Context: an optimization exercise on an open-source flow, tuned for small area and a short achievable clock period. The choices shown serve that exercise and are no tape-out recipe.
RTL that was checked went through simulation tests only; none was proved equivalent to the original.
The RTL of run 1 was laid out without a check of its function.
Power and IR drop assume default switching activity.

==> flow/design.v (outline; a module is shown in full before it is edited, if it fits) <==
// module user_logic: 1190 lines
// module fa: 4 lines
// module rddec: 5 lines
module user_logic
(
  Bus2IP_Clk,
  Bus2IP_Reset,
  Bus2IP_Data,
  Bus2IP_BE,
  Bus2IP_RdCE,
  Bus2IP_WrCE,
  IP2Bus_Data,
  IP2Bus_RdAck,
  IP2Bus_WrAck,
  IP2Bus_Error
);
  // ...
==> flow/flow/run.sh <==
#!/bin/bash
# The standard layout, with every input and output port buffered by
# sky130_fd_sc_hd__buf_2 (buffer_ports' -buffer_cell) instead of the cell
# buffer_ports picks by itself, and the buffers ABC put in at synthesis
# removed at floorplan (REMOVE_ABC_BUFFERS) so repair_design re-buffers only
# where needed. Everything else is the standard flow.
set -euo pipefail
bash standard.sh "BUFFER_PORTS_ARGS=-buffer_cell sky130_fd_sc_hd__buf_2" REMOVE_ABC_BUFFERS=1 finish > standard.log 2>&1
==> flow/standard.sh <==
#!/bin/bash
# synth_recipe.tcl (not shown) runs the flow's synth.tcl, then flattens the netlist and writes it again
# the make line also repeats each setting of config.mk as NAME=value (left out here)
make -C /OpenROAD-flow-scripts/flow DESIGN_CONFIG=/design/flow/config.mk WORK_HOME=/design/flow/orfs CLKGATE_MAP_FILE= SYNTH_SCRIPT=/design/flow/synth_recipe.tcl "${@:-finish}"
==> flow/config.mk <==
export PLATFORM = sky130hd
export DESIGN_NAME = user_logic
export DESIGN_NICKNAME = user_logic
export VERILOG_FILES = /design/flow/design.v
export SDC_FILE = /design/flow/constraint.sdc
export NUM_CORES = 4
export LEC_CHECK = 0
export ABC_AREA = 1
export CAP_MARGIN = 20
export CORE_MARGIN = 2
export CORE_UTILIZATION = 40
export SETUP_SLACK_MARGIN = 4.3
export SLEW_MARGIN = 20
export SYNTH_HIERARCHICAL = 1
export SYNTH_MINIMUM_KEEP_SIZE = 0
export TNS_END_PERCENT = 5
==> flow/constraint.sdc <==
create_clock -name core_clock -period 8.5 [get_ports {Bus2IP_Clk}]
set_input_delay 1.7000 -clock core_clock [delete_from_list [all_inputs] [get_ports {Bus2IP_Clk}]]
set_output_delay 1.7000 -clock core_clock [all_outputs]
set_load 0.01 [all_outputs]
==> metrics.cfg, run 1 <==
[outcome]
status = complete, no violations

[clock_tree]
cts_tree = done
cts_buffer_depth = 2

[setup_path]
path_buf_inv = 3
slowest_delay_ns = 0.22
crit_fanout = 8
reg2reg_slack_ns = 4.32

[timing]
final-setup-viol-count = 0

[power_and_ir_drop]
p_switching_mw = 0.760
pg_seq_mw = 0.907
p_clk_mw = 0.795
pwr-share-seq = 0.401

[floorplanning]
die_w_um = 200
fp-row-count = 71

[layout]
multiInputGateArea_sq_um = 11600
fin_util = 0.466
n_antenna_cell = 0

[hold_path]
worst_hold_path_type = reg -> reg

[routing]
ant_nets = 0
routedWlPerCell_um = 22.6

[yosys]
synth_xor_area_frac = 0.152
synthArstFlopShare = 0
synth_seq_cells = 158

[global_route]
met1_usage = 0.334

[placement]
placed_cells = 2127
place.gp.congestion = 0.899

==> run 2, diff against run 1 <==
--- a/flow/design.v
+++ b/flow/design.v
@@ -1170,30 +1170,27 @@
   wire [31:0] pnext = psum;
   reg r2z;
   always @(posedge Bus2IP_Clk) r2z <= Bus2IP_Reset | rst_d;
   always @(posedge Bus2IP_Clk) begin
     rst_d <= Bus2IP_Reset;
     for (k = 0; k < 32; k = k + 1)
       slv_reg2[k] <= pnext[31-k];
   end
-  wire [0:3] rs0, rs1, rs2;
-  reg  [0:31] rdata;
-  generate for (g = 0; g < 4; g = g + 1) begin : rdd
-    rddec u (.rd(Bus2IP_RdCE), .z2(r2z), .s0(rs0[g]), .s1(rs1[g]), .s2(rs2[g]));
+  wire [0:31] rdata;
+  generate for (g = 0; g < 4; g = g + 1) begin : rdm
+    rdmux8 u (.rd(Bus2IP_RdCE), .r0(slv_reg0[g*8 +: 8]), .r1(slv_reg1[g*8 +: 8]), .r2(slv_reg2[g*8 +: 8]), .z2(r2z), .o(rdata[g*8 +: 8]));
   end endgenerate
-  always @(*)
-    for (k = 0; k < 32; k = k + 1)
-      rdata[k] = (rs0[k/8] & slv_reg0[k]) | (rs1[k/8] & slv_reg1[k]) | (rs2[k/8] & slv_reg2[k]);
   assign IP2Bus_Data  = rdata;
   assign IP2Bus_RdAck = |Bus2IP_RdCE;
   assign IP2Bus_WrAck = |Bus2IP_WrCE;
   assign IP2Bus_Error = 1'b0;
 endmodule
 module fa (input a, input b, input c, output s, output co);
   assign s  = a ^ b ^ c;
   assign co = (a & b) | (a & c) | (b & c);
 endmodule
-module rddec (input [0:2] rd, input z2, output s0, output s1, output s2);
-  assign s0 = rd == 3'b100;
-  assign s1 = rd == 3'b010;
-  assign s2 = rd == 3'b001 && !z2;
+module rdmux8 (input [0:2] rd, input [0:7] r0, input [0:7] r1, input [0:7] r2, input z2, output [0:7] o);
+  wire s0 = rd == 3'b100;
+  wire s1 = rd == 3'b010;
+  wire s2 = rd == 3'b001 && !z2;
+  assign o = ({8{s0}} & r0) | ({8{s1}} & r1) | ({8{s2}} & r2);
 endmodule
==> flow/config.mk (replaced) <==
export PLATFORM = sky130hd
export DESIGN_NAME = user_logic
export DESIGN_NICKNAME = user_logic
export VERILOG_FILES = /design/flow/design.v
export SDC_FILE = /design/flow/constraint.sdc
export NUM_CORES = 4
export LEC_CHECK = 0
export ABC_AREA = 1
export CAP_MARGIN = 20
export CORE_MARGIN = 2
export CORE_UTILIZATION = 40
export SETUP_SLACK_MARGIN = 4.5
export SLEW_MARGIN = 20
export SYNTH_HIERARCHICAL = 1
export SYNTH_MINIMUM_KEEP_SIZE = 0
export TNS_END_PERCENT = 5
==> run 2 against run 1 <==
Clock skew rose by 0.0044 ns; sequential share of layout area rose by 0.24 points; clock-buffer cell count fell by 3; sequential power barely moved; cell count fell by 0.64%; worst hold slack improved by 0.0012 ns; non-clock buffer count did not move; register-to-register slack improved by 0.10 ns; synthesized area rose by 1.3%; combinational power rose by 1%; global-route usage fell by 0.55 points.
==> metrics.cfg, run 2 <==
[outcome]
status = complete, no violations  ; unchanged

[routing]
routedWlPerCell_um = 22.7  ; was 22.6 um
wl_um = 49300  ; was 49400 um
drc = 0  ; unchanged
viasPerCell = 5.92  ; was 5.81
vias = 12900  ; was 12700
firstDrtPassIters = 6  ; was 5
drt_iter0_markers = 1556  ; was 1593
ant_nets = 0  ; unchanged

[flow_run]
max-cap-violations = 0  ; unchanged

[yosys]
yosysTopAreaCell = fa_1  ; unchanged
avgSynthCellArea_sq_um = 9.46  ; was 9.20 sq um
synth_seq_cells = 158  ; unchanged
ys_seq_area_frac = 0.204  ; was 0.207
synth_cell_types = 34  ; was 31
synth.most_common_cell = xor2_1  ; unchanged
synth_common_cells = 259 x xor2_1, 241 x o22ai_1, 234 x fa_1, 158 x dfxtp_1, 129 x nand2_1  ; was 259 x xor2_1, 243 x o22ai_1, 242 x nand2_1, 234 x fa_1, 158 x dfxtp_1
ys_warn_count = 7  ; unchanged
synth_edf_count = 0  ; unchanged
synth_top_cell_area_share = 0.302  ; was 0.306
synthTopCellsByArea = fa_1 30%, dfxtp_1 20%, xor2_1 15%  ; was fa_1 31%, dfxtp_1 21%, xor2_1 15%
ys.flop_type = dfxtp_1  ; unchanged
synthArstFlopShare = 0  ; unchanged
netlist_area_sq_um = 15500  ; was 15300 sq um
synthCells = 1640  ; was 1665

[clock_tree]
numCtsBuffers = 17  ; unchanged
cts_tree = done  ; unchanged
cts_buffer_depth = 2  ; unchanged
insertion_delay_ns = 0.47  ; about the same
clock-sinks = 158  ; unchanged
path_clk_slew_ns = 0.07  ; was 0.06 ns
cts_max_level = 4  ; unchanged
cts_hold_buf = 0  ; unchanged
root_buffer = clkbuf_16  ; unchanged

[global_route]
antenna_found_initial = 0  ; unchanged
grt_max_degree = 67  ; unchanged
track_usage = 0.242  ; was 0.248
grt_pass1_vias = 12700  ; about the same
grt_pass1_wl_um = 74900  ; was 74200 um
overflow = 0  ; unchanged

[timing]
grt_setup_unrepaired = true  ; unchanged
worst_slew_pin_slew_ns = 0.988  ; was 1.04 ns
clock_skew_ns = 0.0212  ; was 0.0168 ns
drv_slew = 0  ; unchanged
setup_slack_ns = 4.19  ; was 4.26 ns
relSlewSlack = 0.340  ; was 0.306
final-setup-viol-count = 0  ; unchanged
period_needed_ns = 4.31  ; was 4.24 ns
hold_slack_ns = 0.329  ; was 0.328 ns
hold_viol_final = 0  ; unchanged
finalSetupTns_ns = 0  ; unchanged
max_freq_mhz = 232  ; was 236 MHz
fin_crit_sh = 0.507  ; was 0.498

[layout]
final_common_cell = xor2_1  ; unchanged
layout_common_cells = 259 x xor2_1, 237 x o22ai_1, 230 x fa_1  ; was 258 x xor2_1, 238 x o22ai_1, 233 x fa_1
top_regs = slv_reg0: 32 flops, slv_reg1: 32 flops, slv_reg2: 32 flops  ; unchanged
fill_cells = 3660  ; was 3590
nets = 1939  ; was 1959
drive_gt1_frac = 0.151  ; was 0.172
final_area_sq_um = 17300  ; was 17500 sq um
n_antenna_cell = 0  ; unchanged
fin_util = 0.451  ; was 0.466
final_cell_count_no_fill = 2175  ; was 2189
syn2layout_area_growth_pct = 11.8  ; was 14.5%

[setup_path]
crit_slowest_cell = nor2_4  ; unchanged
crit_type = in -> out  ; unchanged
path_cells = buf_16, buf_16, nor2_4, nand3_1, nand3_1, buf_2  ; was buf_16, inv_4, nand2_1, nor2_4, nand2_1, nand3_1, buf_2
crit_fanout = 8  ; unchanged
critPathCaptureType = primary output  ; unchanged
worstPathRequired_ns = 6.80  ; about the same
cp-start-kind = primary input  ; unchanged
worst-endpoint-arrival_ns = 2.61  ; was 2.54 ns
slowest_delay_ns = 0.18  ; was 0.22 ns

[placement]
placed_cells = 2111  ; was 2127
place_ws_ns = 3.23  ; was 3.34 ns
place_hpwl_um = 32900  ; was 31800 um
dpl_cell_area_sq_um = 16000  ; was 15900 sq um
place.gp.congestion = 0.876  ; was 0.899
port_buffers = 77  ; unchanged

[floorplanning]
fp-row-count = 72  ; was 71
die_h_um = 201  ; was 200 um
core-area_sq_um = 38500  ; was 37700 sq um
initial_core_util = 0.403  ; was 0.407
dieArea_sq_um = 40400  ; was 39900 sq um
ios = 79  ; unchanged
die_w_um = 201  ; was 200 um

[power_and_ir_drop]
p_leak_nw = 8.83  ; was 9.07 nW
switching_share = 0.341  ; was 0.336
pwr-share-seq = 0.404  ; was 0.401
cellPowerDensity_nw_per_um2 = 130  ; was 129 nW/um^2
p_switching_mw = 0.765  ; was 0.760 mW
vdd_ir_drop_max_mv = 0.113  ; was 0.0914 mV
report.power.total_mw = 2.25  ; was 2.26 mW
p_comb_frac = 0.252  ; was 0.247
p_int_mw = 1.48  ; was 1.50 mW
clockPowerShare = 0.344  ; was 0.352

[hold_path]
worst_hold_path_type = reg -> reg  ; unchanged

run 2: layout make-up:
type | instances | area (sq um) | area share
inverter | 102 | 404 | 0.0233
sequential | 158 | 3180 | 0.184
timing repair inverter | 1 | 5.00 | 0.000289
multi-input combinational | 1243 | 11500 | 0.664
timing repair buffer | 122 | 1020 | 0.0587
clock buffer | 18 | 439 | 0.0253
tap | 518 | 648 | 0.0374
clock inverter | 13 | 130 | 0.00750
run 2: critical path, delay by kind of cell:
kind,cells,cell delay [ns]
buffers and inverters,3,0.45
and+or+nand+nor,3,0.45
run 2: layer usage:
metal / part of all wire / vias up / track usage
li1: - / 5590 / -
met1: 0.41 / 6451 / 0.325
met2: 0.47 / 728 / 0.388
met3: 0.086 / 99 / 0.0412
met4: 0.034 / 0 / 0.102
met5: 0 / - / 0
run 2: worst paths after layout:
check                                     from  cells after the start              to  slack, ns
worst max-delay path            Bus2IP_RdCE[0]                      6  IP2Bus_Data[0]       4.19
worst min-delay path                      t4_0                      0    slv_reg2[27]       0.33
worst max register to register    slv_reg1[31]                      8           t15_0       4.42
worst min register to register            t4_0                      0    slv_reg2[27]       0.33
run 2: kinds of logic (layout without fill, tap and decap cells):
group | count (synthesis) | count (layout) | share of synthesized area
buffers and inverters | 244 | 256 | 0.0683
AOI/OAI and AO/OA | 346 | 346 | 0.144
adders and majority gates | 250 | 250 | 0.315
and+or+nand+nor | 362 | 362 | 0.107
DFF | 158 | 158 | 0.204
xor gates and xnor gates | 265 | 265 | 0.150
muxes | 14 | 19 | 0.0114
other | 1 | 1 | 0.000242
run 2: power by group through the flow:
stage | combinational, mW | sequential (mW) | clock, mW
after floorplan | 0.340 | 0.911 | 0
after global placement | 0.515 | 0.930 | 0
after detailed placement | 0.526 | 0.929 | 0
after CTS | 0.558 | 0.911 | 0.784
after global routing | 0.630 | 0.921 | 0.813
final | 0.565 | 0.909 | 0.773
run 2: what timing repair did:
item,4_1_cts,5_1_grt
endpoints found under the setup margin,89,59
cloned,8,2
gates resized for setup,74,16
buffers inserted,20,3
hold endpoints to repair,0,0
pin swaps,9,6
run 2: per-module statistics from Yosys, one instance, submodules excluded:
module      flops+latches  times used  cells  area, sq um
fa                      0         225      1         20.0
rdmux8                  0           4     39          224
user_logic            158           1   1259        10100
==> run 3, diff against run 2 <==
--- a/flow/config.mk
+++ b/flow/config.mk
@@ -10,5 +10,6 @@
 export CORE_MARGIN = 2
 export CORE_UTILIZATION = 40
-export SETUP_SLACK_MARGIN = 4.5
+export PLACE_DENSITY = 0.7
+export SETUP_SLACK_MARGIN = 4.3
 export SLEW_MARGIN = 20
 export SYNTH_HIERARCHICAL = 1
==> run 3 against run 2 <==
Combinational power is 2% higher; critical path depth unchanged; clock power increased by 2%; non-clock buffer count is 2 lower; synthesized area stayed put; worst setup slack better by 0.046 ns.
==> metrics.cfg, run 3 <==
[yosys]
ys_warn_count = 7  ; unchanged
netlist_area_sq_um = 15500  ; unchanged
avgSynthCellArea_sq_um = 9.46  ; unchanged
synth_cell_types = 34  ; unchanged
synth_common_cells = 259 x xor2_1, 241 x o22ai_1, 234 x fa_1, 158 x dfxtp_1, 129 x nand2_1  ; unchanged
synth.most_common_cell = xor2_1  ; unchanged
synth_edf_count = 0  ; unchanged
synthCells = 1640  ; unchanged
synthTopCellsByArea = fa_1 30%, dfxtp_1 20%, xor2_1 15%  ; unchanged
synth_seq_cells = 158  ; unchanged
synthArstFlopShare = 0  ; unchanged
ys.flop_type = dfxtp_1  ; unchanged
ys_seq_area_frac = 0.204  ; unchanged
yosysTopAreaCell = fa_1  ; unchanged
synth_top_cell_area_share = 0.302  ; unchanged

[power_and_ir_drop]
report.power.total_mw = 2.27  ; was 2.25 mW
p_int_mw = 1.51  ; was 1.48 mW
p_switching_mw = 0.768  ; was 0.765 mW
cellPowerDensity_nw_per_um2 = 130  ; about the same
vdd_ir_drop_max_mv = 0.134  ; was 0.113 mV
p_leak_nw = 8.90  ; was 8.83 nW
pwr-share-seq = 0.400  ; was 0.404
switching_share = 0.338  ; was 0.341
p_comb_frac = 0.253  ; was 0.252
clockPowerShare = 0.347  ; was 0.344

[layout]
fill_cells = 3544  ; was 3660
layout_common_cells = 258 x xor2_1, 239 x o22ai_1, 234 x fa_1  ; was 259 x xor2_1, 237 x o22ai_1, 230 x fa_1
fin_util = 0.455  ; was 0.451
drive_gt1_frac = 0.160  ; was 0.151
top_regs = slv_reg0: 32 flops, slv_reg1: 32 flops, slv_reg2: 32 flops  ; unchanged
multiInputGateArea_sq_um = 11600  ; was 11500 sq um
syn2layout_area_growth_pct = 12.9  ; was 11.8%
n_antenna_cell = 0  ; unchanged
final_area_sq_um = 17500  ; was 17300 sq um
final_common_cell = xor2_1  ; unchanged
register_area_sq_um = 3180  ; about the same
nets = 1935  ; was 1939
final_cell_count_no_fill = 2171  ; was 2175

[clock_tree]
cts_hold_buf = 0  ; unchanged
cts_buffer_depth = 2  ; unchanged
clock-sinks = 158  ; unchanged
root_buffer = clkbuf_16  ; unchanged
cts_max_level = 4  ; unchanged
path_clk_slew_ns = 0.06  ; was 0.07 ns
cts_tree = done  ; unchanged
numCtsBuffers = 17  ; unchanged
insertion_delay_ns = 0.45  ; was 0.47 ns

[setup_path]
worstPathRequired_ns = 6.80  ; about the same
cp-start-kind = primary input  ; unchanged
path_cells = buf_16, inv_6, nor2_4, nand3_2, nand3_1, buf_2  ; was buf_16, buf_16, nor2_4, nand3_1, nand3_1, buf_2
path_buf_inv = 3  ; unchanged
slowest_delay_ns = 0.26  ; was 0.18 ns
crit_slowest_cell = nor2_4  ; unchanged
crit_type = in -> out  ; unchanged
cp_top_family = simple AND/OR/NAND/NOR gates  ; was buffers and inverters
worst-endpoint-arrival_ns = 2.56  ; was 2.61 ns
crit_fanout = 9  ; was 8
critPathCaptureType = primary output  ; unchanged

[timing]
max_freq_mhz = 235  ; was 232 MHz
grt_setup_unrepaired = true  ; unchanged
final-setup-viol-count = 0  ; unchanged
hold_viol_final = 0  ; unchanged
relSlewSlack = 0.254  ; was 0.340
clock_skew_ns = 0.0153  ; was 0.0212 ns
fin_crit_sh = 0.501  ; was 0.507
finalSetupTns_ns = 0  ; unchanged
period_needed_ns = 4.26  ; was 4.31 ns
drv_slew = 0  ; unchanged
worst_slew_pin_slew_ns = 1.12  ; was 0.988 ns

[routing]
firstDrtPassIters = 8  ; was 6
ant_nets = 0  ; unchanged
routedWlPerCell_um = 23.1  ; was 22.7 um
viasPerCell = 6.04  ; was 5.92
vias = 13100  ; was 12900
wl_um = 50100  ; was 49300 um
drt_iter0_markers = 1621  ; was 1556
drc = 0  ; unchanged

[floorplanning]
die_h_um = 201  ; unchanged
ios = 79  ; unchanged
initial_core_util = 0.403  ; unchanged
die_w_um = 201  ; unchanged
core-area_sq_um = 38500  ; unchanged
dieArea_sq_um = 40400  ; unchanged
fp-row-count = 72  ; unchanged

[flow_run]
max-cap-violations = 0  ; unchanged

[placement]
place.gp.congestion = 0.923  ; was 0.876
port_buffers = 77  ; unchanged
placed_cells = 2112  ; was 2111
dpl_cell_area_sq_um = 16000  ; about the same
place_hpwl_um = 32600  ; was 32900 um

[global_route]
grt_pass1_vias = 13200  ; was 12700
grt_pass1_wl_um = 75000  ; was 74900 um
track_usage = 0.240  ; was 0.242
grt_max_degree = 67  ; unchanged
overflow = 0  ; unchanged
antenna_found_initial = 0  ; unchanged

[hold_path]
worst_hold_path_type = reg -> reg  ; unchanged

[outcome]
status = complete, no violations  ; unchanged

## run 3: changes by cell type in the layout (fill, tap and decap cells not counted), sizes merged
cell	before	now
inv	96	98
bufinv	1	2
buf	118	114
clkinv	12	9
clkbuf	20	22
mux2	19	17
## run 3: final cells by class
type | count | area share
multi-input cells | 1241 | 0.664
flip-flops and latches | 158 | 0.182
repair buffers | 120 | 0.0606
well taps | 518 | 0.0370
clock buffers | 18 | 0.0245
inverters | 102 | 0.0232
clock inverters | 13 | 0.00893
repair inverters | 1 | 0.000429
## run 3: power groups by stage
stage                     Clock (mW)  Sequential, mW  Combinational, mW
after global placement             0           0.924              0.507
after floorplan                    0           0.911              0.340
final                          0.788           0.909              0.576
after global routing           0.832           0.921              0.634
after detailed placement           0           0.922              0.523
after CTS                      0.796           0.906              0.550
## run 3: kinds of logic after synthesis
group                      Yosys count  share of synthesized area
and+or+nand+nor                    362                      0.107
AOI/OAI and AO/OA                  346                      0.144
xor gates and xnor gates           265                      0.150
adders and majority gates          250                      0.315
buffers and inverters              244                     0.0683
DFF                                158                      0.204
muxes                               14                     0.0114
other                                1                   0.000242
## run 3: repair_timing
item | in CTS | in global routing
gates cloned | 3 | 7
endpoints found under the setup margin | 86 | 53
setup buffers | 3 | 15
gates resized for setup | 59 | 65
pin swaps | 4 | 24
## run 3: path summary, 6_finish.rpt
kind	startpoint	to	slack (ns)	depth (start not counted)
max	Bus2IP_RdCE[2]	IP2Bus_Data[30]	4.24	6
min	t7_0	slv_reg2[24]	0.33	0
max reg2reg	slv_reg1[18]	t31_2	4.31	11
min reg2reg	t7_0	slv_reg2[24]	0.33	0
## run 3: stage by stage
step	worst slack (ns)	hold WS (ns)
global route	4.21	0.331
CTS	4.27	0.329
finish	4.24	0.330
floorplan	3.51	0.310
detailed placement	3.25	0.315
global placement	3.34	0.311
## run 3: routing by layer
layer / track usage / routed length (um) / part of all wire
met1: 0.301 / 18400 / 0.37
met2: 0.382 / 23000 / 0.46
met3: 0.0495 / 5370 / 0.11
met4: 0.143 / 3370 / 0.067
met5: 0 / 0 / 0
## run 3: per-module statistics from Yosys (local to each module, per instance)
module      area [sq um]  cells  copies in the design  flip-flops and latches
user_logic         10100   1259                     1                     158
rdmux8               224     39                     4                       0
fa                  20.0      1                   225                       0
==> run 4, diff against run 3 <==
--- a/flow/config.mk
+++ b/flow/config.mk
@@ -10,5 +10,4 @@
 export CORE_MARGIN = 2
 export CORE_UTILIZATION = 40
-export PLACE_DENSITY = 0.7
 export SETUP_SLACK_MARGIN = 4.3
 export SLEW_MARGIN = 20
==> run 4 against run 3 <==
Worst setup slack lost 0.038 ns; non-clock buffer count fell by 12; worst hold slack worse by 0.0011 ns; flip-flop and latch count stayed put; register-to-register slack worse by 0.06 ns; core utilization down 1.3 points; critical endpoint is now IP2Bus_Data[0].
==> metrics.cfg, run 4 <==
[setup_path]
path_buf_inv = 3  ; unchanged
cp_num_cells = 6  ; unchanged
worstPathRequired_ns = 6.80  ; about the same
worst-endpoint-arrival_ns = 2.60  ; was 2.56 ns
crit_fanout = 8  ; was 9
cp-start-kind = primary input  ; unchanged
regToRegStartpoint = slv_reg1[28]  ; was slv_reg1[18]
r2r_cells = 9  ; was 11
setup.worst_path.end = IP2Bus_Data[0]  ; was IP2Bus_Data[30]
slowest_delay_ns = 0.18  ; was 0.26 ns
critPathCaptureType = primary output  ; unchanged
crit_slowest_cell = nor2_4  ; unchanged
crit_type = in -> out  ; unchanged
crit_path_start = Bus2IP_RdCE[0]  ; was Bus2IP_RdCE[2]
reg2reg_slack_ns = 4.25  ; was 4.31 ns
reg2reg_to = t27_1  ; was t31_2
cp_top_family = simple AND/OR/NAND/NOR gates  ; unchanged
path_cells = buf_16, buf_16, nor2_4, nand3_1, nand3_1, buf_2  ; was buf_16, inv_6, nor2_4, nand3_2, nand3_1, buf_2

[yosys]
synth_xor_area_frac = 0.150  ; unchanged
synthTopCellsByArea = fa_1 30%, dfxtp_1 20%, xor2_1 15%  ; unchanged
netlist_area_sq_um = 15500  ; unchanged
synth_common_cells = 259 x xor2_1, 241 x o22ai_1, 234 x fa_1, 158 x dfxtp_1, 129 x nand2_1  ; unchanged
ys.flop_type = dfxtp_1  ; unchanged
synthSimpleGateAreaFrac = 0.107  ; unchanged
yosysTopAreaCell = fa_1  ; unchanged
synth_top_family_by_area = adder cells  ; unchanged
synthCells = 1640  ; unchanged
ys_warn_count = 7  ; unchanged
synth_top_cell_area_share = 0.302  ; unchanged
synth_cell_types = 34  ; unchanged
synth_compound_area_frac = 0.144  ; unchanged
synth_seq_cells = 158  ; unchanged
synth.mux.area_fraction = 0.0114  ; unchanged
ys_seq_area_frac = 0.204  ; unchanged
synthAdderAreaFrac = 0.315  ; unchanged
synth_edf_count = 0  ; unchanged
synth.most_common_cell = xor2_1  ; unchanged
avgSynthCellArea_sq_um = 9.46  ; unchanged
synthArstFlopShare = 0  ; unchanged

[routing]
drc = 0  ; unchanged
firstDrtPassIters = 6  ; was 8
ant_nets = 0  ; unchanged
vias = 12600  ; was 13100
drt_iter0_markers = 1505  ; was 1621
wl_um = 47900  ; was 50100 um
routedWlPerCell_um = 22.2  ; was 23.1 um
viasPerCell = 5.83  ; was 6.04

[timing]
drv_slew = 0  ; unchanged
max_freq_mhz = 233  ; was 235 MHz
period_needed_ns = 4.30  ; was 4.26 ns
finalSetupTns_ns = 0  ; unchanged
hold_viol_final = 0  ; unchanged
grt_setup_unrepaired = true  ; unchanged
worst_slew_pin_slew_ns = 1.12  ; about the same
clock_skew_ns = 0.0194  ; was 0.0153 ns
fin_crit_sh = 0.506  ; was 0.501
hold_slack_ns = 0.329  ; was 0.330 ns
final-setup-viol-count = 0  ; unchanged
relSlewSlack = 0.254  ; about the same

[layout]
final_cell_count_no_fill = 2156  ; was 2171
top_regs = slv_reg0: 32 flops, slv_reg1: 32 flops, slv_reg2: 32 flops  ; unchanged
drive_gt1_frac = 0.131  ; was 0.160
final_common_cell = xor2_1  ; unchanged
n_antenna_cell = 0  ; unchanged
layout_common_cells = 259 x xor2_1, 241 x o22ai_1, 234 x fa_1  ; was 258 x xor2_1, 239 x o22ai_1, 234 x fa_1
syn2layout_area_growth_pct = 9.69  ; was 12.9%
nets = 1920  ; was 1935

[placement]
place.gp.congestion = 0.876  ; was 0.923
placed_cells = 2111  ; was 2112
port_buffers = 77  ; unchanged
place_hpwl_um = 32900  ; was 32600 um

[floorplanning]
fp-row-count = 72  ; unchanged
die_h_um = 201  ; unchanged
ios = 79  ; unchanged
core-area_sq_um = 38500  ; unchanged
initial_core_util = 0.403  ; unchanged
dieArea_sq_um = 40400  ; unchanged
die_w_um = 201  ; unchanged

[clock_tree]
cts_tree = done  ; unchanged
cts_buffer_depth = 2  ; unchanged
path_clk_slew_ns = 0.07  ; was 0.06 ns
cts_hold_buf = 0  ; unchanged
insertion_delay_ns = 0.47  ; was 0.45 ns
cts_max_level = 4  ; unchanged
numCtsBuffers = 17  ; unchanged
clock-sinks = 158  ; unchanged
root_buffer = clkbuf_16  ; unchanged

[flow_run]
max-cap-violations = 0  ; unchanged

[global_route]
grt_max_degree = 67  ; unchanged
overflow = 0  ; unchanged
grt_pass1_wl_um = 72900  ; was 75000 um
antenna_found_initial = 0  ; unchanged
track_usage = 0.235  ; was 0.240
grt_pass1_vias = 12600  ; was 13200

[power_and_ir_drop]
report.power.total_mw = 2.24  ; was 2.27 mW
vdd_ir_drop_max_mv = 0.113  ; was 0.134 mV
p_leak_nw = 8.73  ; was 8.90 nW
cellPowerDensity_nw_per_um2 = 131  ; was 130 nW/um^2

[outcome]
status = complete, no violations  ; unchanged

[hold_path]
worst_hold_path_type = reg -> reg  ; unchanged

[run 4: area by class of cell]
type	instances	area (sq um)
fillers	3693	21500
clock buffers	18	439
inverters	102	400
clock inverters	13	130
repair buffers	108	828
repair inverters	1	5.00
flip-flops and latches	158	3180
multi-input cells	1238	11400
well taps	518	648
[run 4: Yosys stat by module, one instance, submodules excluded]
module	flops+latches	area, sq um	copies in the design	cells
fa	0	20.0	225	1
rdmux8	0	224	4	39
user_logic	158	10100	1	1259
[run 4: kinds of logic (layout without fill, tap and decap cells)]
logic type	after synthesis	in the layout
xor+xnor	265	265
compound gates	346	346
mux	14	14
buf+inv	244	242
flops	158	158
other cells	1	1
fa+ha+maj	250	250
simple gates	362	362
[run 4: how the worst min path moves through the flow]
stage                     cells past startpoint  slack [ns]           end  from
final                                         0        0.33  slv_reg2[27]  t4_0
after global routing                          0        0.33  slv_reg2[28]  t3_0
after CTS                                     0        0.33  slv_reg2[28]  t3_0
after detailed placement                      0        0.32  slv_reg2[28]  t3_0
after global placement                        0        0.31  slv_reg2[28]  t3_0
after floorplan                               0        0.31  slv_reg2[24]  t7_0
[run 4: what timing repair did]
item / in CTS / in global routing
resized for setup: 41 / 19
pin swaps: 0 / 6
setup endpoints to repair: 87 / 55
setup buffers: 2 / 8
cloned: 2 / 2
[run 4: routing by layer]
layer  vias to the layer above  routed length, um  share of wire  GRT usage
met5                         -                  0              0          0
met4                         0               1560          0.033     0.0974
met3                        85               3930          0.082     0.0396
met2                       630              22700           0.47      0.381
met1                      6314              19700           0.41      0.312
li1                       5540                  -              -          -
[run 4: through the flow]
step,worst slack (ns),util,instance area [sq um]
floorplan,3.51,-,14800
global placement,3.38,0.416,16000
detailed placement,3.23,0.416,16000
CTS,4.14,0.437,16800
global route,4.16,0.442,17000
finish,4.20,0.442,17000
[run 4: power by group]
group | internal, mW | switching, mW | total [mW]
combinational | 0.210 | 0.345 | 0.555
clock | 0.416 | 0.356 | 0.772
sequential | 0.850 | 0.0604 | 0.910
total | 1.48 | 0.761 | 2.24
[run 4: worst reg2reg max path: cells and delay by family, from the launching register on]
kind	cells	cell delay [ns]
DFF	1	0.60
xor gates and xnor gates	1	0.22
adders and majority gates	5	2.41
AOI/OAI and AO/OA	1	0.34
and+or+nand+nor	2	0.56
==> run 5, diff against run 4 <==
--- a/flow/config.mk
+++ b/flow/config.mk
@@ -9,5 +9,5 @@
 export CAP_MARGIN = 20
 export CORE_MARGIN = 2
-export CORE_UTILIZATION = 40
+export CORE_UTILIZATION = 30
 export SETUP_SLACK_MARGIN = 4.3
 export SLEW_MARGIN = 20
==> run 5 against run 4 <==
Flip-flop and latch count is the same; first-iteration DRC count fell by 23%; routed wire length up 5.3%; clock skew is 0.0079 ns lower.
==> metrics.cfg, run 5 <==
[placement]
port_buffers = 77  ; unchanged
place_hpwl_um = 34100  ; was 32900 um
place.gp.congestion = 0.875  ; was 0.876
place_ws_ns = 3.18  ; was 3.23 ns
dpl_cell_area_sq_um = 16200  ; was 16000 sq um

[power_and_ir_drop]
p_leak_nw = 8.78  ; was 8.73 nW
vdd_ir_drop_max_mv = 0.101  ; was 0.113 mV
report.power.total_mw = 2.30  ; was 2.24 mW
cellPowerDensity_nw_per_um2 = 133  ; was 131 nW/um^2

[global_route]
grt_pass1_wl_um = 75700  ; was 72900 um
overflow = 0  ; unchanged
antenna_found_initial = 0  ; unchanged
grt_pass1_vias = 13100  ; was 12600
grt_max_degree = 67  ; unchanged
track_usage = 0.186  ; was 0.235

[yosys]
ys_seq_area_frac = 0.204  ; unchanged
synth_common_cells = 259 x xor2_1, 241 x o22ai_1, 234 x fa_1, 158 x dfxtp_1, 129 x nand2_1  ; unchanged
ys.flop_type = dfxtp_1  ; unchanged
yosysTopAreaCell = fa_1  ; unchanged
synth_edf_count = 0  ; unchanged
synth_cell_types = 34  ; unchanged
synthCells = 1640  ; unchanged
synth.most_common_cell = xor2_1  ; unchanged
synth_seq_cells = 158  ; unchanged
avgSynthCellArea_sq_um = 9.46  ; unchanged
ys_warn_count = 7  ; unchanged
synth_top_cell_area_share = 0.302  ; unchanged
synthTopCellsByArea = fa_1 30%, dfxtp_1 20%, xor2_1 15%  ; unchanged
synthArstFlopShare = 0  ; unchanged
netlist_area_sq_um = 15500  ; unchanged

[setup_path]
regToRegStartpoint = slv_reg1[26]  ; was slv_reg1[28]
slowest_delay_ns = 0.25  ; was 0.18 ns
path_cells = buf_12, buf_12, buf_12, nor2_4, nand3_2, nand3_2, buf_6  ; was buf_16, buf_16, nor2_4, nand3_1, nand3_1, buf_2
crit_path_start = Bus2IP_RdCE[0]  ; unchanged
path_buf_inv = 4  ; was 3
crit_slowest_cell = nor2_4  ; unchanged
crit_fanout = 8  ; unchanged
cp_common_cell = buf_12
critPathCaptureType = primary output  ; unchanged
worst-endpoint-arrival_ns = 2.73  ; was 2.60 ns
cp-start-kind = primary input  ; unchanged
r2r_cells = 9  ; unchanged
cp_num_cells = 7  ; was 6
crit_type = in -> out  ; unchanged
cp_top_family = simple AND/OR/NAND/NOR gates  ; unchanged
worstPathRequired_ns = 6.80  ; about the same

[timing]
grt_setup_unrepaired = true  ; unchanged
finalSetupTns_ns = 0  ; unchanged
final-setup-viol-count = 0  ; unchanged
max_freq_mhz = 226  ; was 233 MHz
clock_skew_ns = 0.0115  ; was 0.0194 ns
fin_crit_sh = 0.521  ; was 0.506
relSlewSlack = 0.211  ; was 0.254
setup_slack_ns = 4.07  ; was 4.20 ns
drv_slew = 0  ; unchanged
hold_viol_final = 0  ; unchanged
period_needed_ns = 4.43  ; was 4.30 ns
worst_slew_pin_slew_ns = 1.18  ; was 1.12 ns

[flow_run]
max-cap-violations = 0  ; unchanged

[routing]
wl_met3_um = 3790  ; was 3930 um
wl_met2_um = 24700  ; was 22700 um
wl_um = 50400  ; was 47900 um
vias = 12700  ; was 12600
viasPerCell = 5.47  ; was 5.83
top_layer = met4  ; unchanged
drc = 0  ; unchanged
drt_iter0_markers = 1161  ; was 1505
firstDrtPassIters = 5  ; was 6
met1_length_um = 19900  ; was 19700 um
ant_nets = 0  ; unchanged
routedWlPerCell_um = 21.7  ; was 22.2 um

[outcome]
status = complete, no violations  ; unchanged

[hold_path]
worst_hold_path_type = reg -> reg  ; unchanged
hold_depth = 0  ; unchanged
holdCritStartpoint = t6_0  ; was t4_0

[clock_tree]
insertion_delay_ns = 0.47  ; about the same
cts_buffer_depth = 2  ; unchanged
clock-sinks = 158  ; unchanged
cts_tree = done  ; unchanged
cts_max_level = 4  ; unchanged
root_buffer = clkbuf_16  ; unchanged
numCtsBuffers = 17  ; unchanged
path_clk_slew_ns = 0.06  ; was 0.07 ns

[layout]
final_common_cell = xor2_1  ; unchanged
layout_common_cells = 259 x xor2_1, 241 x o22ai_1, 234 x fa_1  ; unchanged
top_regs = slv_reg0: 32 flops, slv_reg1: 32 flops, slv_reg2: 32 flops  ; unchanged
nets = 1921  ; was 1920
drive_gt1_frac = 0.141  ; was 0.131
final_area_sq_um = 17300  ; was 17000 sq um
syn2layout_area_growth_pct = 11.5  ; was 9.69%
n_antenna_cell = 0  ; unchanged

[floorplanning]
initial_core_util = 0.303  ; was 0.403
die_h_um = 231  ; was 201 um
ios = 79  ; unchanged
fp-row-count = 83  ; was 72
dieArea_sq_um = 53500  ; was 40400 sq um
core-area_sq_um = 51200  ; was 38500 sq um
die_w_um = 231  ; was 201 um

## run 5: cell counts after synthesis
No cell type changed its count.
## run 5: layer usage
| layer | GRT usage | up-vias |
|---|---|---|
| met5 | 0 | - |
| met4 | 0.0794 | 0 |
| met3 | 0.0326 | 109 |
| met2 | 0.314 | 646 |
| met1 | 0.232 | 6388 |
| li1 | - | 5538 |
## run 5: area by class of cell
| class | count | area (sq um) |
|---|---|---|
| well taps | 680 | 851 |
| flip-flops and latches | 158 | 3180 |
| repair buffers | 109 | 783 |
| clock buffers | 17 | 425 |
| inverters | 102 | 395 |
| clock inverters | 15 | 205 |
| fillers | 5156 | 33900 |
| multi-input cells | 1238 | 11400 |
| repair inverters | 1 | 5.00 |
## run 5: metrics by stage
step	util	hold slack (ns)	std cells
global placement	0.317	0.312	2274
floorplan	-	0.310	1498
finish	0.338	0.330	2320
CTS	0.333	0.332	2312
global route	0.338	0.335	2320
detailed placement	0.317	0.314	2274
## run 5: what timing repair did
action / 4_1_cts / 5_1_grt
pin swaps: 0 / 3
endpoints found under the setup margin: 88 / 49
buffers inserted: 5 / 6
cloned: 1 / 2
resized for setup: 39 / 26
hold buffers: 0 / 0
## run 5: power breakdown
| part | switching, mW | leakage, nW | internal (mW) |
|---|---|---|---|
| Clock | 0.354 | 0.307 | 0.473 |
| Sequential | 0.0617 | 1.30 | 0.850 |
| Combinational | 0.350 | 7.17 | 0.208 |
## run 5: cell families (layout without fill, tap and decap cells)
group	after synthesis	in the layout	share of synthesized area
XOR/XNOR	265	265	0.150
flip-flops	158	158	0.204
buffers and inverters	244	244	0.0683
adder cells (fa/ha/maj)	250	250	0.315
multiplexers	14	14	0.0114
AND/OR/NAND/NOR	362	362	0.107
other	1	1	0.000242
AO/OA/AOI/OAI	346	346	0.144
## run 5: worst reg2reg max path: stages (launching register included)
cell and delay, ns:
dfxtp_2 0.34, buf_4 0.48, mux2_4 0.50, o22ai_1 0.22
xor2_1 0.21, fa_1 0.46, fa_1 0.50, fa_1 0.53
fa_1 0.43, fa_1 0.45
## run 5: final timing paths
| check | to | slack (ns) |
|---|---|---|
| hold / removal | slv_reg2[25] | 0.33 |
| setup / recovery | IP2Bus_Data[11] | 4.07 |
| setup reg to reg | t27_1 | 4.25 |
| hold reg to reg | slv_reg2[25] | 0.33 |
## run 5: per-module statistics from Yosys (local to each module, per instance)
module / cells / area (sq um) / flip-flops and latches
user_logic: 1259 / 10100 / 158
rdmux8: 39 / 224 / 0
fa: 1 / 20.0 / 0
==> run 6, diff against run 5 <==
--- a/flow/config.mk
+++ b/flow/config.mk
@@ -9,6 +9,7 @@
 export CAP_MARGIN = 20
 export CORE_MARGIN = 2
-export CORE_UTILIZATION = 30
-export SETUP_SLACK_MARGIN = 4.3
+export CORE_UTILIZATION = 40
+export CTS_BUF_LIST = sky130_fd_sc_hd__clkbuf_4 sky130_fd_sc_hd__clkbuf_8
+export SETUP_SLACK_MARGIN = 4.2
 export SLEW_MARGIN = 20
 export SYNTH_HIERARCHICAL = 1
==> run 6 against run 5 <==
Still clean; flip-flop and latch count is the same; synthesized cell count is the same; clock-buffer cell count grew 1; register-to-register slack is essentially flat; via count shrank 1.6%; largest power group unchanged.
==> metrics.cfg, run 6 <==
[power_and_ir_drop]
vdd_ir_drop_max_mv = 0.0840  ; was 0.101 mV
p_leak_nw = 8.59  ; was 8.78 nW
cellPowerDensity_nw_per_um2 = 121  ; was 133 nW/um^2

[routing]
wl_um = 47100  ; was 50400 um
firstDrtPassIters = 7  ; was 5
viasPerCell = 5.80  ; was 5.47
vias = 12500  ; was 12700
drt_iter0_markers = 1525  ; was 1161
drc = 0  ; unchanged
routedWlPerCell_um = 21.9  ; was 21.7 um
ant_nets = 0  ; unchanged

[setup_path]
cp_common_cell = nand3_1  ; was buf_12
worst-endpoint-arrival_ns = 2.70  ; was 2.73 ns
critPathCaptureType = primary output  ; unchanged
path_cells = buf_6, nor2_2, nand3_1, nand3_1, buf_2  ; was buf_12, buf_12, buf_12, nor2_4, nand3_2, nand3_2, buf_6
regToRegStartpoint = slv_reg1[22]  ; was slv_reg1[26]
crit_slowest_cell = nor2_2  ; was nor2_4
crit_type = in -> out  ; unchanged
cp-start-kind = primary input  ; unchanged
worstPathRequired_ns = 6.80  ; about the same
reg2reg_to = t29_1  ; was t27_1
crit_fanout = 41  ; was 8
r2r_cells = 10  ; was 9
slowest_delay_ns = 0.31  ; was 0.25 ns
reg2reg_slack_ns = 4.24  ; was 4.25 ns

[hold_path]
worst_hold_path_type = reg -> reg  ; unchanged
hold_end = slv_reg2[29]  ; was slv_reg2[25]
holdCritStartpoint = t2_0  ; was t6_0
hold_depth = 0  ; unchanged

[placement]
place_hpwl_um = 32900  ; was 34100 um
port_buffers = 77  ; unchanged
place.gp.congestion = 0.876  ; was 0.875
dpl_cell_area_sq_um = 16000  ; was 16200 sq um

[timing]
hold_viol_final = 0  ; unchanged
worst_slew_pin_slew_ns = 1.10  ; was 1.18 ns
finalSetupTns_ns = 0  ; unchanged
fin_crit_sh = 0.517  ; was 0.521
drv_slew = 0  ; unchanged
period_needed_ns = 4.40  ; was 4.43 ns
max_freq_mhz = 227  ; was 226 MHz
relSlewSlack = 0.267  ; was 0.211
clock_skew_ns = 0.0290  ; was 0.0115 ns
final-setup-viol-count = 0  ; unchanged
grt_setup_unrepaired = true  ; unchanged

[floorplanning]
die_w_um = 201  ; was 231 um
fp-row-count = 72  ; was 83
die_h_um = 201  ; was 231 um
core-area_sq_um = 38500  ; was 51200 sq um
initial_core_util = 0.403  ; was 0.303
dieArea_sq_um = 40400  ; was 53500 sq um
ios = 79  ; unchanged

[layout]
nets = 1916  ; was 1921
final_common_cell = xor2_1  ; unchanged
n_antenna_cell = 0  ; unchanged
drive_gt1_frac = 0.128  ; was 0.141
top_regs = slv_reg0: 32 flops, slv_reg1: 32 flops, slv_reg2: 32 flops  ; unchanged
final_area_sq_um = 16700  ; was 17300 sq um
layout_common_cells = 259 x xor2_1, 241 x o22ai_1, 234 x fa_1  ; unchanged
syn2layout_area_growth_pct = 7.54  ; was 11.5%

[clock_tree]
cts_max_level = 4  ; unchanged
insertion_delay_ns = 0.52  ; was 0.47 ns
cts_tree = done  ; unchanged
path_clk_slew_ns = 0.08  ; was 0.06 ns
numCtsBuffers = 17  ; unchanged
root_buffer = clkbuf_8  ; was clkbuf_16
cts_hold_buf = 0  ; unchanged
clock-sinks = 158  ; unchanged
cts_buffer_depth = 2  ; unchanged

[yosys]
ys.flop_type = dfxtp_1  ; unchanged
synthCells = 1640  ; unchanged
synth_top_cell_area_share = 0.302  ; unchanged
synth.most_common_cell = xor2_1  ; unchanged
avgSynthCellArea_sq_um = 9.46  ; unchanged
synth_cell_types = 34  ; unchanged
synth_seq_cells = 158  ; unchanged
yosysTopAreaCell = fa_1  ; unchanged
synth_common_cells = 259 x xor2_1, 241 x o22ai_1, 234 x fa_1, 158 x dfxtp_1, 129 x nand2_1  ; unchanged
synthArstFlopShare = 0  ; unchanged
netlist_area_sq_um = 15500  ; unchanged
ys_warn_count = 7  ; unchanged
synthTopCellsByArea = fa_1 30%, dfxtp_1 20%, xor2_1 15%  ; unchanged
synth_edf_count = 0  ; unchanged
ys_seq_area_frac = 0.204  ; unchanged

[global_route]
overflow = 0  ; unchanged
grt_pass1_vias = 12500  ; was 13100
grt_max_degree = 67  ; unchanged
antenna_found_initial = 0  ; unchanged
grt_pass1_wl_um = 72200  ; was 75700 um
track_usage = 0.232  ; was 0.186

[outcome]
status = complete, no violations  ; unchanged

[flow_run]
max-cap-violations = 0  ; unchanged

==> run 6: logic make-up (layout without fill, tap and decap cells) <==
group,after synthesis,after routing,synth area share
adder cells (fa/ha/maj),250,250,0.315
AND/OR/NAND/NOR,362,362,0.107
AO/OA/AOI/OAI,346,346,0.144
buffers and inverters,244,238,0.0683
multiplexers,14,14,0.0114
other,1,1,0.000242
XOR/XNOR,265,265,0.150
flip-flops,158,158,0.204
==> run 6: metrics by stage <==
stage	power, mW	worst slack, ns	std cells	util	hold slack (ns)
floorplan	1.25	3.51	1498	-	0.310
global placement	1.44	3.38	2111	0.416	0.312
detailed placement	1.45	3.23	2111	0.416	0.316
CTS	2.04	4.14	2145	0.431	0.338
global route	2.14	4.07	2152	0.434	0.341
finish	2.03	4.10	2152	0.434	0.335
==> run 6: what timing repair did <==
action / 4_1_cts / 5_1_grt
gates cloned: 1 / 1
buffers inserted: 2 / 6
resized for setup: 32 / 10
setup endpoints to repair: 84 / 51
==> run 6: layout make-up <==
| type | count | area, sq um |
|---|---|---|
| Clock buffer | 18 | 248 |
| Clock inverter | 13 | 130 |
| Fill cell | 3739 | 21800 |
| Inverter | 102 | 388 |
| Multi-Input combinational cell | 1238 | 11400 |
| Sequential cell | 158 | 3180 |
| Tap cell | 518 | 648 |
| Timing Repair Buffer | 104 | 722 |
| Timing Repair inverter | 1 | 5.00 |
==> run 6: worst max-delay path by stage <==
stage	from	endpoint	cells past startpoint
after detailed placement	slv_reg1[31]	t27_1	9
after global routing	Bus2IP_RdCE[1]	IP2Bus_Data[23]	5
after CTS	Bus2IP_RdCE[0]	IP2Bus_Data[3]	6
after floorplan	slv_reg1[30]	t27_1	8
after global placement	slv_reg1[31]	t27_1	9
final	Bus2IP_RdCE[1]	IP2Bus_Data[3]	5
==> run 6: worst max-delay path, delay by kind of cell <==
| family | cells | cell delay (ns) |
|---|---|---|
| AND/OR/NAND/NOR | 3 | 0.59 |
| buffers and inverters | 2 | 0.35 |
==> run 6: where the power goes <==
group / internal, mW / total (mW) / switching (mW) / leakage (nW)
clock: 0.244 / 0.573 / 0.328 / 0.190
combinational: 0.204 / 0.546 / 0.341 / 7.10
sequential: 0.849 / 0.908 / 0.0596 / 1.30
total: 1.30 / 2.03 / 0.729 / 8.59
==> run 6: per-layer routing <==
| metal | GRT usage | share of wire |
|---|---|---|
| met1 | 0.311 | 0.42 |
| met2 | 0.379 | 0.48 |
| met3 | 0.0396 | 0.073 |
| met4 | 0.0823 | 0.030 |
| met5 | 0 | 0 |
==> run 6: modules after synthesis, one instance, submodules excluded <==
module,cell area (sq um),cells,copies in the design
fa,20.0,1,225
rdmux8,224,39,4
user_logic,10100,1259,1
==> run 7, diff against run 6 <==
--- a/flow/config.mk
+++ b/flow/config.mk
@@ -11,5 +11,6 @@
 export CORE_UTILIZATION = 40
 export CTS_BUF_LIST = sky130_fd_sc_hd__clkbuf_4 sky130_fd_sc_hd__clkbuf_8
-export SETUP_SLACK_MARGIN = 4.2
+export CTS_CLUSTER_SIZE = 30
+export SETUP_SLACK_MARGIN = 4.3
 export SLEW_MARGIN = 20
 export SYNTH_HIERARCHICAL = 1
==> run 7 against run 6 <==
Clock power about the same; cell count barely moved; register-to-register slack gained 0.02 ns; combinational power increased by 1%; routed wire length up 0.86%; design area is 0.75% higher; first-iteration DRC count decreased by 0.85%; sequential share of layout area is 0.14 points lower; synthesized area is the same; largest power group unchanged; highest routed layer unchanged.
==> metrics.cfg, run 7 <==
[timing]
fin_crit_sh = 0.504  ; was 0.517
worst_slew_pin_slew_ns = 1.11  ; was 1.10 ns
grt_setup_unrepaired = true  ; unchanged
final-setup-viol-count = 0  ; unchanged
hold_viol_final = 0  ; unchanged
clock_skew_ns = 0.0315  ; was 0.0290 ns
setup_slack_ns = 4.21  ; was 4.10 ns
period_needed_ns = 4.29  ; was 4.40 ns
finalSetupTns_ns = 0  ; unchanged
hold_slack_ns = 0.335  ; about the same
relSlewSlack = 0.261  ; was 0.267
max_freq_mhz = 233  ; was 227 MHz
drv_slew = 0  ; unchanged

[hold_path]
hold_end = slv_reg2[29]  ; unchanged
hold_depth = 0  ; unchanged
holdCritStartpoint = t2_0  ; unchanged
worst_hold_path_type = reg -> reg  ; unchanged

[power_and_ir_drop]
p_leak_nw = 8.63  ; was 8.59 nW
report.power.total_mw = 2.04  ; was 2.03 mW
vdd_ir_drop_max_mv = 0.0838  ; was 0.0840 mV
cellPowerDensity_nw_per_um2 = 121  ; about the same

[floorplanning]
core-area_sq_um = 38500  ; unchanged
initial_core_util = 0.403  ; unchanged
fp-row-count = 72  ; unchanged
die_w_um = 201  ; unchanged
ios = 79  ; unchanged
dieArea_sq_um = 40400  ; unchanged
die_h_um = 201  ; unchanged

[setup_path]
worst-endpoint-arrival_ns = 2.59  ; was 2.70 ns
crit_fanout = 8  ; was 41
regToRegStartpoint = slv_reg1[31]  ; was slv_reg1[22]
cp-start-kind = primary input  ; unchanged
reg2reg_slack_ns = 4.26  ; was 4.24 ns
reg2reg_to = t27_1  ; was t29_1
r2r_cells = 9  ; was 10
crit_type = in -> out  ; unchanged
worstPathRequired_ns = 6.80  ; about the same
critPathCaptureType = primary output  ; unchanged

[yosys]
yosysTopAreaCell = fa_1  ; unchanged
synth_common_cells = 259 x xor2_1, 241 x o22ai_1, 234 x fa_1, 158 x dfxtp_1, 129 x nand2_1  ; unchanged
avgSynthCellArea_sq_um = 9.46  ; unchanged
synth_cell_types = 34  ; unchanged
ys_seq_area_frac = 0.204  ; unchanged
synthTopCellsByArea = fa_1 30%, dfxtp_1 20%, xor2_1 15%  ; unchanged
synth_seq_cells = 158  ; unchanged
synthCells = 1640  ; unchanged
synth_top_cell_area_share = 0.302  ; unchanged
netlist_area_sq_um = 15500  ; unchanged
synthArstFlopShare = 0  ; unchanged
synth.most_common_cell = xor2_1  ; unchanged
ys_warn_count = 7  ; unchanged
synth_edf_count = 0  ; unchanged
ys.flop_type = dfxtp_1  ; unchanged

[layout]
top_regs = slv_reg0: 32 flops, slv_reg1: 32 flops, slv_reg2: 32 flops  ; unchanged
layout_common_cells = 259 x xor2_1, 241 x o22ai_1, 234 x fa_1  ; unchanged
register_area_sq_um = 3180  ; unchanged
final_common_cell = xor2_1  ; unchanged
drive_gt1_frac = 0.131  ; was 0.128
syn2layout_area_growth_pct = 8.35  ; was 7.54%
nets = 1917  ; was 1916
n_antenna_cell = 0  ; unchanged
fill_cells = 3717  ; was 3739
multiInputGateArea_sq_um = 11400  ; about the same

[global_route]
grt_pass1_wl_um = 72500  ; was 72200 um
antenna_found_initial = 0  ; unchanged
overflow = 0  ; unchanged
grt_max_degree = 67  ; unchanged
grt_pass1_vias = 12500  ; about the same
track_usage = 0.233  ; was 0.232

[routing]
vias = 12500  ; about the same
viasPerCell = 5.82  ; was 5.80
drc = 0  ; unchanged
ant_nets = 0  ; unchanged
routedWlPerCell_um = 22.1  ; was 21.9 um
firstDrtPassIters = 6  ; was 7
wl_um = 47500  ; was 47100 um
drt_iter0_markers = 1512  ; was 1525

[clock_tree]
numCtsBuffers = 17  ; unchanged
cts_buffer_depth = 2  ; unchanged
insertion_delay_ns = 0.52  ; about the same
clock-sinks = 158  ; unchanged
cts_max_level = 4  ; unchanged
path_clk_slew_ns = 0.08  ; about the same
root_buffer = clkbuf_8  ; unchanged
cts_tree = done  ; unchanged

[placement]
place_ws_ns = 3.23  ; unchanged
place_hpwl_um = 32900  ; unchanged
port_buffers = 77  ; unchanged
place.gp.congestion = 0.876  ; unchanged

[outcome]
status = complete, no violations  ; unchanged

[flow_run]
max-cap-violations = 0  ; unchanged

run 7: worst max-delay path by stage:
stage | startpoint | endpoint | slack (ns)
after floorplan | slv_reg1[30] | t27_1 | 3.51
after global placement | slv_reg1[31] | t27_1 | 3.38
after detailed placement | slv_reg1[31] | t27_1 | 3.23
after CTS | Bus2IP_RdCE[0] | IP2Bus_Data[3] | 4.14
after global routing | slv_reg1[18] | t29_1 | 4.17
final | Bus2IP_RdCE[0] | IP2Bus_Data[1] | 4.21
run 7: where the power goes:
part           internal [mW]  switching (mW)  leakage [nW]  total, mW
Combinational          0.209           0.344          7.14      0.553
Sequential             0.849          0.0603          1.30      0.909
Clock                  0.244           0.329         0.190      0.574
Total                   1.30           0.734          8.63       2.04
run 7: repair_timing:
item	CTS	global route
endpoints found under the hold margin	0	0
pin swaps	0	14
gates resized for setup	41	22
cloned	2	2
hold buffers	0	0
buffers inserted	2	5
setup endpoints to repair	87	55
run 7: layout make-up:
class,count,share of cell area
Tap cell,518,0.0386
Sequential cell,158,0.189
Inverter,102,0.0238
Timing Repair Buffer,105,0.0470
Clock inverter,13,0.00774
Multi-Input combinational cell,1238,0.679
Timing Repair inverter,1,0.000298
Clock buffer,18,0.0147
run 7: per-layer routing:
layer  track usage  share of wire
met4        0.0873          0.029
met5             0              0
met2         0.378           0.47
met3        0.0401          0.079
met1         0.313           0.42
run 7: logic make-up after synthesis:
group | Yosys count | synth area share
flip-flops | 158 | 0.204
multiplexers | 14 | 0.0114
other | 1 | 0.000242
XOR/XNOR | 265 | 0.150
AND/OR/NAND/NOR | 362 | 0.107
AO/OA/AOI/OAI | 346 | 0.144
buffers and inverters | 244 | 0.0683
adder cells (fa/ha/maj) | 250 | 0.315
run 7: worst max-delay path, stage by stage:
cell	delay [ns]
buf_16	0.13
buf_16	0.17
nor2_4	0.19
nand3_1	0.13
nand3_1	0.11
buf_2	0.15
run 7: through the flow:
stage | cell area, sq um | instances | utilization
2_1_floorplan | 14800 | 1498 | -
3_3_place_gp | 16000 | 2111 | 0.416
3_5_place_dp | 16000 | 2111 | 0.416
4_1_cts | 16600 | 2146 | 0.432
5_1_grt | 16800 | 2153 | 0.437
6_report | 16800 | 2153 | 0.437
run 7: Yosys stat by module, one instance, submodules excluded:
| module | copies in the design | cells | flip-flops and latches |
|---|---|---|---|
| user_logic | 1 | 1259 | 158 |
| rdmux8 | 4 | 39 | 0 |
| fa | 225 | 1 | 0 |
==> run 8, diff against run 7 <==
--- a/flow/config.mk
+++ b/flow/config.mk
@@ -11,6 +11,5 @@
 export CORE_UTILIZATION = 40
 export CTS_BUF_LIST = sky130_fd_sc_hd__clkbuf_4 sky130_fd_sc_hd__clkbuf_8
-export CTS_CLUSTER_SIZE = 30
-export SETUP_SLACK_MARGIN = 4.3
+export SETUP_SLACK_MARGIN = 4.4
 export SLEW_MARGIN = 20
 export SYNTH_HIERARCHICAL = 1
==> run 8 against run 7 <==
Still clean; non-clock buffer count up 4; core utilization is 0.28 points higher; sequential share of layout area down 0.11 points; via count is 0.89% higher; worst hold slack barely moved; sequential power barely moved; clock-buffer cell count is the same; flip-flop and latch count is the same; first-iteration DRC count increased by 4.2%; synthesized cell count stayed put; highest routed layer unchanged.
==> metrics.cfg, run 8 <==
[setup_path]
regToRegStartpoint = slv_reg1[28]  ; was slv_reg1[31]
reg2reg_to = t27_1  ; unchanged
cp-start-kind = primary input  ; unchanged
r2r_cells = 9  ; unchanged
worstPathRequired_ns = 6.80  ; about the same
cp_top_family = buffers and inverters  ; unchanged
reg2reg_slack_ns = 4.34  ; was 4.26 ns
crit_type = in -> out  ; unchanged
slowest_delay_ns = 0.19  ; about the same
path_buf_inv = 3  ; unchanged
crit_fanout = 11  ; was 8
path_cells = buf_16, buf_16, nor2_4, nand3_1, nand3_1, buf_2  ; unchanged
crit_slowest_cell = nor2_4  ; unchanged
worst-endpoint-arrival_ns = 2.61  ; was 2.59 ns
critPathCaptureType = primary output  ; unchanged

[layout]
syn2layout_area_growth_pct = 9.05  ; was 8.35%
layout_common_cells = 259 x xor2_1, 241 x o22ai_1, 234 x fa_1  ; unchanged
final_common_cell = xor2_1  ; unchanged
nets = 1923  ; was 1917
drive_gt1_frac = 0.137  ; was 0.131
n_antenna_cell = 0  ; unchanged
top_regs = slv_reg0: 32 flops, slv_reg1: 32 flops, slv_reg2: 32 flops  ; unchanged

[hold_path]
hold_end = slv_reg2[30]  ; was slv_reg2[29]
worst_hold_path_type = reg -> reg  ; unchanged
holdCritStartpoint = t1_0  ; was t2_0
hold_depth = 0  ; unchanged

[yosys]
synth.most_common_cell = xor2_1  ; unchanged
synth_cell_types = 34  ; unchanged
netlist_area_sq_um = 15500  ; unchanged
ys_seq_area_frac = 0.204  ; unchanged
synth_top_cell_area_share = 0.302  ; unchanged
synth_edf_count = 0  ; unchanged
synthArstFlopShare = 0  ; unchanged
synth_seq_cells = 158  ; unchanged
synthTopCellsByArea = fa_1 30%, dfxtp_1 20%, xor2_1 15%  ; unchanged
ys_warn_count = 7  ; unchanged
synth_common_cells = 259 x xor2_1, 241 x o22ai_1, 234 x fa_1, 158 x dfxtp_1, 129 x nand2_1  ; unchanged
yosysTopAreaCell = fa_1  ; unchanged
avgSynthCellArea_sq_um = 9.46  ; unchanged
ys.flop_type = dfxtp_1  ; unchanged
synthCells = 1640  ; unchanged

[routing]
ant_nets = 0  ; unchanged
drc = 0  ; unchanged
vias = 12700  ; was 12500
routedWlPerCell_um = 22.2  ; was 22.1 um
firstDrtPassIters = 5  ; was 6
viasPerCell = 5.86  ; was 5.82
wl_um = 47900  ; was 47500 um
drt_iter0_markers = 1575  ; was 1512

[power_and_ir_drop]
cellPowerDensity_nw_per_um2 = 120  ; was 121 nW/um^2
p_int_mw = 1.30  ; about the same
vdd_ir_drop_max_mv = 0.0792  ; was 0.0838 mV
pwr-share-seq = 0.447  ; about the same
p_leak_nw = 8.67  ; was 8.63 nW
p_comb_frac = 0.273  ; was 0.272
switching_share = 0.359  ; was 0.360
report.power.total_mw = 2.03  ; was 2.04 mW
clockPowerShare = 0.280  ; was 0.282
p_switching_mw = 0.731  ; was 0.734 mW

[floorplanning]
ios = 79  ; unchanged
initial_core_util = 0.403  ; unchanged
dieArea_sq_um = 40400  ; unchanged
fp-row-count = 72  ; unchanged
core-area_sq_um = 38500  ; unchanged
die_w_um = 201  ; unchanged
die_h_um = 201  ; unchanged

[global_route]
antenna_found_initial = 0  ; unchanged
grt_pass1_vias = 12600  ; was 12500
grt_max_degree = 67  ; unchanged
grt_pass1_wl_um = 73400  ; was 72500 um
overflow = 0  ; unchanged
track_usage = 0.236  ; was 0.233

[clock_tree]
cts_hold_buf = 0  ; unchanged
cts_buffer_depth = 2  ; unchanged
path_clk_slew_ns = 0.09  ; was 0.08 ns
cts_max_level = 4  ; unchanged
root_buffer = clkbuf_8  ; unchanged
cts_tree = done  ; unchanged
clock-sinks = 158  ; unchanged
numCtsBuffers = 17  ; unchanged
insertion_delay_ns = 0.51  ; was 0.52 ns

[timing]
finalSetupTns_ns = 0  ; unchanged
grt_setup_unrepaired = true  ; unchanged
fin_crit_sh = 0.507  ; was 0.504
worst_slew_pin_slew_ns = 1.14  ; was 1.11 ns
max_freq_mhz = 232  ; was 233 MHz
drv_slew = 0  ; unchanged
period_needed_ns = 4.31  ; was 4.29 ns
final-setup-viol-count = 0  ; unchanged
hold_viol_final = 0  ; unchanged
relSlewSlack = 0.238  ; was 0.261
clock_skew_ns = 0.0304  ; was 0.0315 ns

[outcome]
status = complete, no violations  ; unchanged

[placement]
port_buffers = 77  ; unchanged
place_hpwl_um = 32900  ; unchanged
place.gp.congestion = 0.876  ; unchanged

[flow_run]
max-cap-violations = 0  ; unchanged

run 8: worst max-delay path by stage:
stage	startpoint	to	slack [ns]	depth (start not counted)
finish	Bus2IP_RdCE[0]	IP2Bus_Data[1]	4.19	6
global placement	slv_reg1[31]	t27_1	3.38	9
global route	Bus2IP_RdCE[0]	IP2Bus_Data[30]	4.17	6
floorplan	slv_reg1[30]	t27_1	3.51	8
CTS	Bus2IP_RdCE[0]	IP2Bus_Data[3]	4.14	6
detailed placement	slv_reg1[31]	t27_1	3.23	9
run 8: final cells by class:
class	instances	area [sq um]
clock buffers	18	248
clock inverters	13	130
fillers	3714	21600
inverters	102	404
multi-input cells	1240	11400
flip-flops and latches	158	3180
well taps	518	648
repair buffers	109	861
repair inverters	1	5.00
run 8: kinds of logic (layout without fill, tap and decap cells):
group	count (synthesis)	count (layout)	synth area share
AOI/OAI and AO/OA	346	346	0.144
xor gates and xnor gates	265	265	0.150
adders and majority gates	250	250	0.315
buffers and inverters	244	243	0.0683
DFF	158	158	0.204
muxes	14	16	0.0114
other	1	1	0.000242
and+or+nand+nor	362	362	0.107
run 8: per-layer routing:
layer,track usage,wire length [um]
met1,0.318,19700
met2,0.383,22700
met3,0.0412,4030
met4,0.0857,1500
met5,0,0
run 8: worst reg2reg max path, cell delays in order (launching register included):
cell and delay [ns]:
dfxtp_4 0.62, nand2_1 0.18, mux2_4 0.45, o22ai_1 0.20, xor2_1 0.21, fa_1 0.47, fa_1 0.46, fa_1 0.50
fa_1 0.54, fa_1 0.41
run 8: power groups by stage:
| stage | Clock (mW) | Combinational [mW] | Sequential, mW |
|---|---|---|---|
| final | 0.570 | 0.556 | 0.909 |
| after global routing | 0.612 | 0.622 | 0.921 |
| after CTS | 0.585 | 0.551 | 0.910 |
| after detailed placement | 0 | 0.526 | 0.929 |
| after global placement | 0 | 0.515 | 0.930 |
| after floorplan | 0 | 0.340 | 0.911 |
run 8: through the flow:
step	hold WS [ns]	instances	setup slack (ns)	cell area, sq um	utilization
after CTS	0.338	2155	4.14	16800	0.436
after floorplan	0.310	1498	3.51	14800	-
after global routing	0.341	2159	4.17	16900	0.440
final	0.335	2159	4.19	16900	0.440
after global placement	0.312	2111	3.38	16000	0.416
after detailed placement	0.316	2111	3.23	16000	0.416
run 8: timing repair:
item / CTS / global route
gates resized for setup: 53 / 20
cloned: 4 / 1
buffers inserted: 9 / 3
pin swaps: 0 / 13
setup endpoints to repair: 88 / 51
run 8: Yosys stat by module (local to each module, per instance):
| module | flops+latches | copies in the design |
|---|---|---|
| user_logic | 158 | 1 |
| rdmux8 | 0 | 4 |
| fa | 0 | 225 |

separate check: timing with driven ports:
How much do the figures lean on ideal ports? The routed layouts below were timed once more, with nothing changed but the port constraints.
Step 1: set_driving_cell puts a clkbuf_16 on Bus2IP_Clk and a buf_2 on each other input, an assumption about the parent block.
Step 2 times the ports against the registers' clock, not the clock port: input delays grow and output delays shrink by t, the midpoint of the rising clock arrivals with the driver on.
a / b / c = no drivers / after step 1 / after step 2; a / b = the first two.
| run | t (ns) | setup slack, ns | hold WS [ns] | worst setup path at the end |
|---|---|---|---|---|
| run 1 | 0.506 | 4.263 / 4.155 / 4.155 | 0.328 / 0.328 / 0.328 | input to output |
| run 2 | 0.505 | 4.194 / 4.062 / 4.062 | 0.329 / 0.329 / 0.329 | input to output |
| run 3 | 0.494 | 4.240 / 4.025 / 4.025 | 0.330 / 0.330 / 0.330 | input to output |
| run 4 | 0.508 | 4.202 / 4.072 / 4.072 | 0.329 / 0.329 / 0.329 | input to output |
| run 5 | 0.514 | 4.074 / 4.026 / 4.026 | 0.330 / 0.330 / 0.330 | input to output |
| run 6 | 0.550 | 4.104 / 4.070 / 4.070 | 0.335 / 0.335 / 0.335 | input to output |
| run 7 | 0.550 | 4.213 / 4.092 / 4.092 | 0.335 / 0.335 / 0.335 | input to output |
| run 8 | 0.542 | 4.192 / 4.116 / 4.116 | 0.335 / 0.335 / 0.335 | input to output |
After both steps setup and hold are still met in every run listed. For run 3, which loses most, drivers alone change the setup slack by -0.215 ns; drivers and shift together by -0.215 ns.
